This is an optimization exercise on Yosys and OpenROAD, whose aim is small area and a short achievable clock period, not a production implementation. At most, simulation tests tie the RTL to the original design; equivalence was not proved. Power and IR drop assume default switching activity.

==> run P <==
==> flow/design.v (excerpt) <==
module mmu_top(
    clk,
    active,
    datain,
    win,
    wwrite,
    maccout,
    wout,
    wwriteout,
    activeout,
    dataout
);
make LEC_CHECK=0 CAP_MARGIN=20 CORE_MARGIN=2 CORE_UTILIZATION=45 SLEW_MARGIN=20 SYNTH_HIERARCHICAL=1 finish   # period 5.5 ns
run.sh (not shown) runs the stock make flow with config.mk's settings and CLKGATE_MAP_FILE= SYNTH_SCRIPT=/design/flow/synth_recipe.tcl, a recipe that flattens the netlist after the stock synthesis.
==> run D (differences from run P) <==
--- a/flow/design.v
+++ b/flow/design.v
@@ -15300,71 +15300,22 @@
   wire fs3499, fc3499;
   fa u_fa3499 (.a(iv868), .b(fs3498), .ci(fc3495), .s(fs3499), .co(fc3499));
   wire fs3500, fc3500;
   fa u_fa3500 (.a(r6c0_m14_0), .b(r6c0_m14_1), .ci(r7c0_pp7_7), .s(fs3500), .co(fc3500));
   wire fs3501, fc3501;
   fa u_fa3501 (.a(fs3500), .b(fc3497), .ci(fc3498), .s(fs3501), .co(fc3501));
   wire fs3502 = r6c0_m15_0 ^ fc3500 ^ fc3501;
-  reg r7c0_m0_0;
-  always @(posedge clk) if (r7c0_a) r7c0_m0_0 <= r7c0_pp0_0;
-  reg r7c0_m0_1;
-  always @(posedge clk) if (r7c0_a) r7c0_m0_1 <= r6c0_m0_0;
-  reg r7c0_m1_0;
-  always @(posedge clk) if (r7c0_a) r7c0_m1_0 <= fs3440;
-  reg r7c0_m2_0;
-  always @(posedge clk) if (r7c0_a) r7c0_m2_0 <= fs3442;
-  reg r7c0_m3_0;
-  always @(posedge clk) if (r7c0_a) r7c0_m3_0 <= fc3442;
-  reg r7c0_m3_1;
-  always @(posedge clk) if (r7c0_a) r7c0_m3_1 <= fs3445;
-  reg r7c0_m4_0;
-  always @(posedge clk) if (r7c0_a) r7c0_m4_0 <= fs3449;
-  reg r7c0_m5_0;
-  always @(posedge clk) if (r7c0_a) r7c0_m5_0 <= fs3454;
-  reg r7c0_m6_0;
-  always @(posedge clk) if (r7c0_a) r7c0_m6_0 <= fc3454;
-  reg r7c0_m6_1;
-  always @(posedge clk) if (r7c0_a) r7c0_m6_1 <= fs3460;
-  reg r7c0_m7_0;
-  always @(posedge clk) if (r7c0_a) r7c0_m7_0 <= fc3460;
-  reg r7c0_m7_1;
-  always @(posedge clk) if (r7c0_a) r7c0_m7_1 <= fs3467;
-  reg r7c0_m8_0;
-  always @(posedge clk) if (r7c0_a) r7c0_m8_0 <= fc3467;
-  reg r7c0_m8_1;
-  always @(posedge clk) if (r7c0_a) r7c0_m8_1 <= fs3474;
-  reg r7c0_m9_0;
-  always @(posedge clk) if (r7c0_a) r7c0_m9_0 <= fs3480;
-  reg r7c0_m9_1;
-  always @(posedge clk) if (r7c0_a) r7c0_m9_1 <= fs3481;
-  reg r7c0_m10_0;
-  always @(posedge clk) if (r7c0_a) r7c0_m10_0 <= fc3481;
-  reg r7c0_m10_1;
-  always @(posedge clk) if (r7c0_a) r7c0_m10_1 <= fs3487;
-  reg r7c0_m11_0;
-  always @(posedge clk) if (r7c0_a) r7c0_m11_0 <= fc3487;
-  reg r7c0_m11_1;
-  always @(posedge clk) if (r7c0_a) r7c0_m11_1 <= fs3492;
-  reg r7c0_m12_0;
-  always @(posedge clk) if (r7c0_a) r7c0_m12_0 <= fc3492;
-  reg r7c0_m12_1;
-  always @(posedge clk) if (r7c0_a) r7c0_m12_1 <= fs3496;
-  reg r7c0_m13_0;
-  always @(posedge clk) if (r7c0_a) r7c0_m13_0 <= fc3496;
-  reg r7c0_m13_1;
-  always @(posedge clk) if (r7c0_a) r7c0_m13_1 <= fs3499;
-  reg r7c0_m14_0;
-  always @(posedge clk) if (r7c0_a) r7c0_m14_0 <= fc3499;
-  reg r7c0_m14_1;
-  always @(posedge clk) if (r7c0_a) r7c0_m14_1 <= fs3501;
-  reg r7c0_m15_0;
-  always @(posedge clk) if (r7c0_a) r7c0_m15_0 <= fs3502;
-  wire [15:0] r7c0_x = {~r7c0_m15_0, ~r7c0_m14_0, ~r7c0_m13_0, ~r7c0_m12_0, ~r7c0_m11_0, r7c0_m10_0, ~r7c0_m9_0, ~r7c0_m8_0, ~r7c0_m7_0, ~r7c0_m6_0, ~r7c0_m5_0, ~r7c0_m4_0, ~r7c0_m3_0, ~r7c0_m2_0, ~r7c0_m1_0, ~r7c0_m0_0};
-  wire [15:0] r7c0_y = {1'b0, ~r7c0_m14_1, ~r7c0_m13_1, ~r7c0_m12_1, ~r7c0_m11_1, ~r7c0_m10_1, r7c0_m9_1, ~r7c0_m8_1, ~r7c0_m7_1, ~r7c0_m6_1, 1'b0, 1'b0, ~r7c0_m3_1, 1'b0, 1'b0, ~r7c0_m0_1};
-  prefix_add16 r7c0_add (.x(r7c0_x), .y(r7c0_y), .s(maccout[15:0]));
+  wire [15:0] r7c0_x = {~fs3502, ~fc3499, ~fc3496, ~fc3492, ~fc3487, fc3481, ~fs3480, ~fc3467, ~fc3460, ~fc3454, ~fs3454, ~fs3449, ~fc3442, ~fs3442, ~fs3440, ~r7c0_pp0_0};
+  wire [15:0] r7c0_y = {1'b0, ~fs3501, ~fs3499, ~fs3496, ~fs3492, ~fs3487, fs3481, ~fs3474, ~fs3467, ~fs3460, 1'b0, 1'b0, ~fs3445, 1'b0, 1'b0, ~r6c0_m0_0};
+  reg [15:0] r7c0_gq, r7c0_pq;
+  always @(posedge clk) if (r7c0_a) begin
+    r7c0_gq <= r7c0_x & r7c0_y;
+    r7c0_pq <= r7c0_x ^ r7c0_y;
+  end
+  prefix_pg16 r7c0_add (.g0(r7c0_gq), .p0(r7c0_pq), .s(maccout[15:0]));
   assign wout[7:0] = r7c0_wo;
   assign wwriteout[0] = r7c0_ww;
   reg [7:0] r7c1_d, r7c1_w, r7c1_wo;
   reg r7c1_ww;
   wire [7:0] r7c1_di = r7c0_d;
   wire [7:0] r7c1_wi = r6c1_wo;
   wire r7c1_wwi = r6c1_ww;
@@ -17361,16 +17312,17 @@
   reg [15:0] r7c7_macc;
   always @(posedge clk) if (r7c7_a) r7c7_macc <= r7c7_sum;
   assign maccout[127:112] = r7c7_macc;
   assign wout[63:56] = r7c7_wo;
   assign wwriteout[7] = r7c7_ww;
 endmodule  
 module prefix_add16(input [15:0] x, input [15:0] y, output [15:0] s);
-  wire [15:0] g0 = x & y;
-  wire [15:0] p0 = x ^ y;
+  prefix_pg16 pg (.g0(x & y), .p0(x ^ y), .s(s));
+endmodule
+module prefix_pg16(input [15:0] g0, input [15:0] p0, output [15:0] s);
   wire [15:0] g1, p1, g2, p2, g3, p3, g4, p4;
   genvar i;
   generate
     for (i = 0; i < 16; i = i + 1) begin : lv
       if (i % 2 == 1) begin : a1
         assign g1[i] = g0[i] | (p0[i] & g0[i - 1]);
         assign p1[i] = p0[i] & p0[i - 1];
--- a/flow/config.mk
+++ b/flow/config.mk
@@ -4,9 +4,10 @@
 export VERILOG_FILES = /design/flow/design.v
 export SDC_FILE = /design/flow/constraint.sdc
 export NUM_CORES = 4
 export LEC_CHECK = 0
 export CAP_MARGIN = 20
 export CORE_MARGIN = 2
 export CORE_UTILIZATION = 45
+export SETUP_SLACK_MARGIN = 2.0
 export SLEW_MARGIN = 20
 export SYNTH_HIERARCHICAL = 1
==> qor summary <==
metric	run D	run P
Status	finished clean	finished clean
Seq power	48.2 mW	48.1 mW
Cell count along the critical path	7	11
Global-route wire length before repair	665000 µm	660000 µm
Post-synthesis share of cell area spent on xor and xnor gates	0.00742	0.00777
Crit-path max cell delay	390 ps	580 ps
Final clock skew	30.5 ps	37.5 ps
Final net count	18900	18500
WL met2	182000 µm	175000 µm
GRT Overall Usage	0.188	0.185
Bufs w/o clock	782	451
Multi-In Gates	8993	8918
Cell count of the worst reg-to-reg path	11	9
Sequential fraction of total cell area	0.399	0.407
Average via count per standard cell	4.93	4.92
RSZ-0062 raised after global routing	yes	no
Post-route non-filler standard cell count	20900	20600
Layout cells sized above 1	0.102	0.0609
Complex-gate fraction of the synthesized area	0.0236	0.0225
Vias in the first global route	113000	112000
Routed wire length	417000 µm	408000 µm
Only the layout flow was run in run P; the RTL was not checked for function there.

## re-timing with driven ports
In the flow no input, the clock included, has a driving cell. The finished layouts below were timed again as built, in two steps.
Step 1 (the two cells are an assumption about what drives the block):
set clk [get_ports {clk}]
set_driving_cell -lib_cell sky130_fd_sc_hd__clkbuf_16 $clk
set_driving_cell -lib_cell sky130_fd_sc_hd__buf_2 [delete_from_list [all_inputs] $clk]
Step 2 times the ports against the registers' clock, not the clock port: input delays grow and output delays shrink by t, the midpoint of the rising clock arrivals with the driver on.
a / b / c = no drivers / after step 1 / after step 2; a / b = the first two.
| run | t, ns | slack for setup (ns) | worst setup path after step 2 | worst register clock-pin slew, ns |
|---|---|---|---|---|
| run P | 1.047 | 0.309 / 0.199 / 0.534 | input to register | 0.07 / 0.07 |
| run D | 1.034 | 1.559 / 1.452 / 1.003 | input to register | 0.07 / 0.07 |
After both steps setup and hold are still met in every run listed. For run D, which loses most, drivers alone change the setup slack by -0.107 ns; drivers and shift together by -0.556 ns.
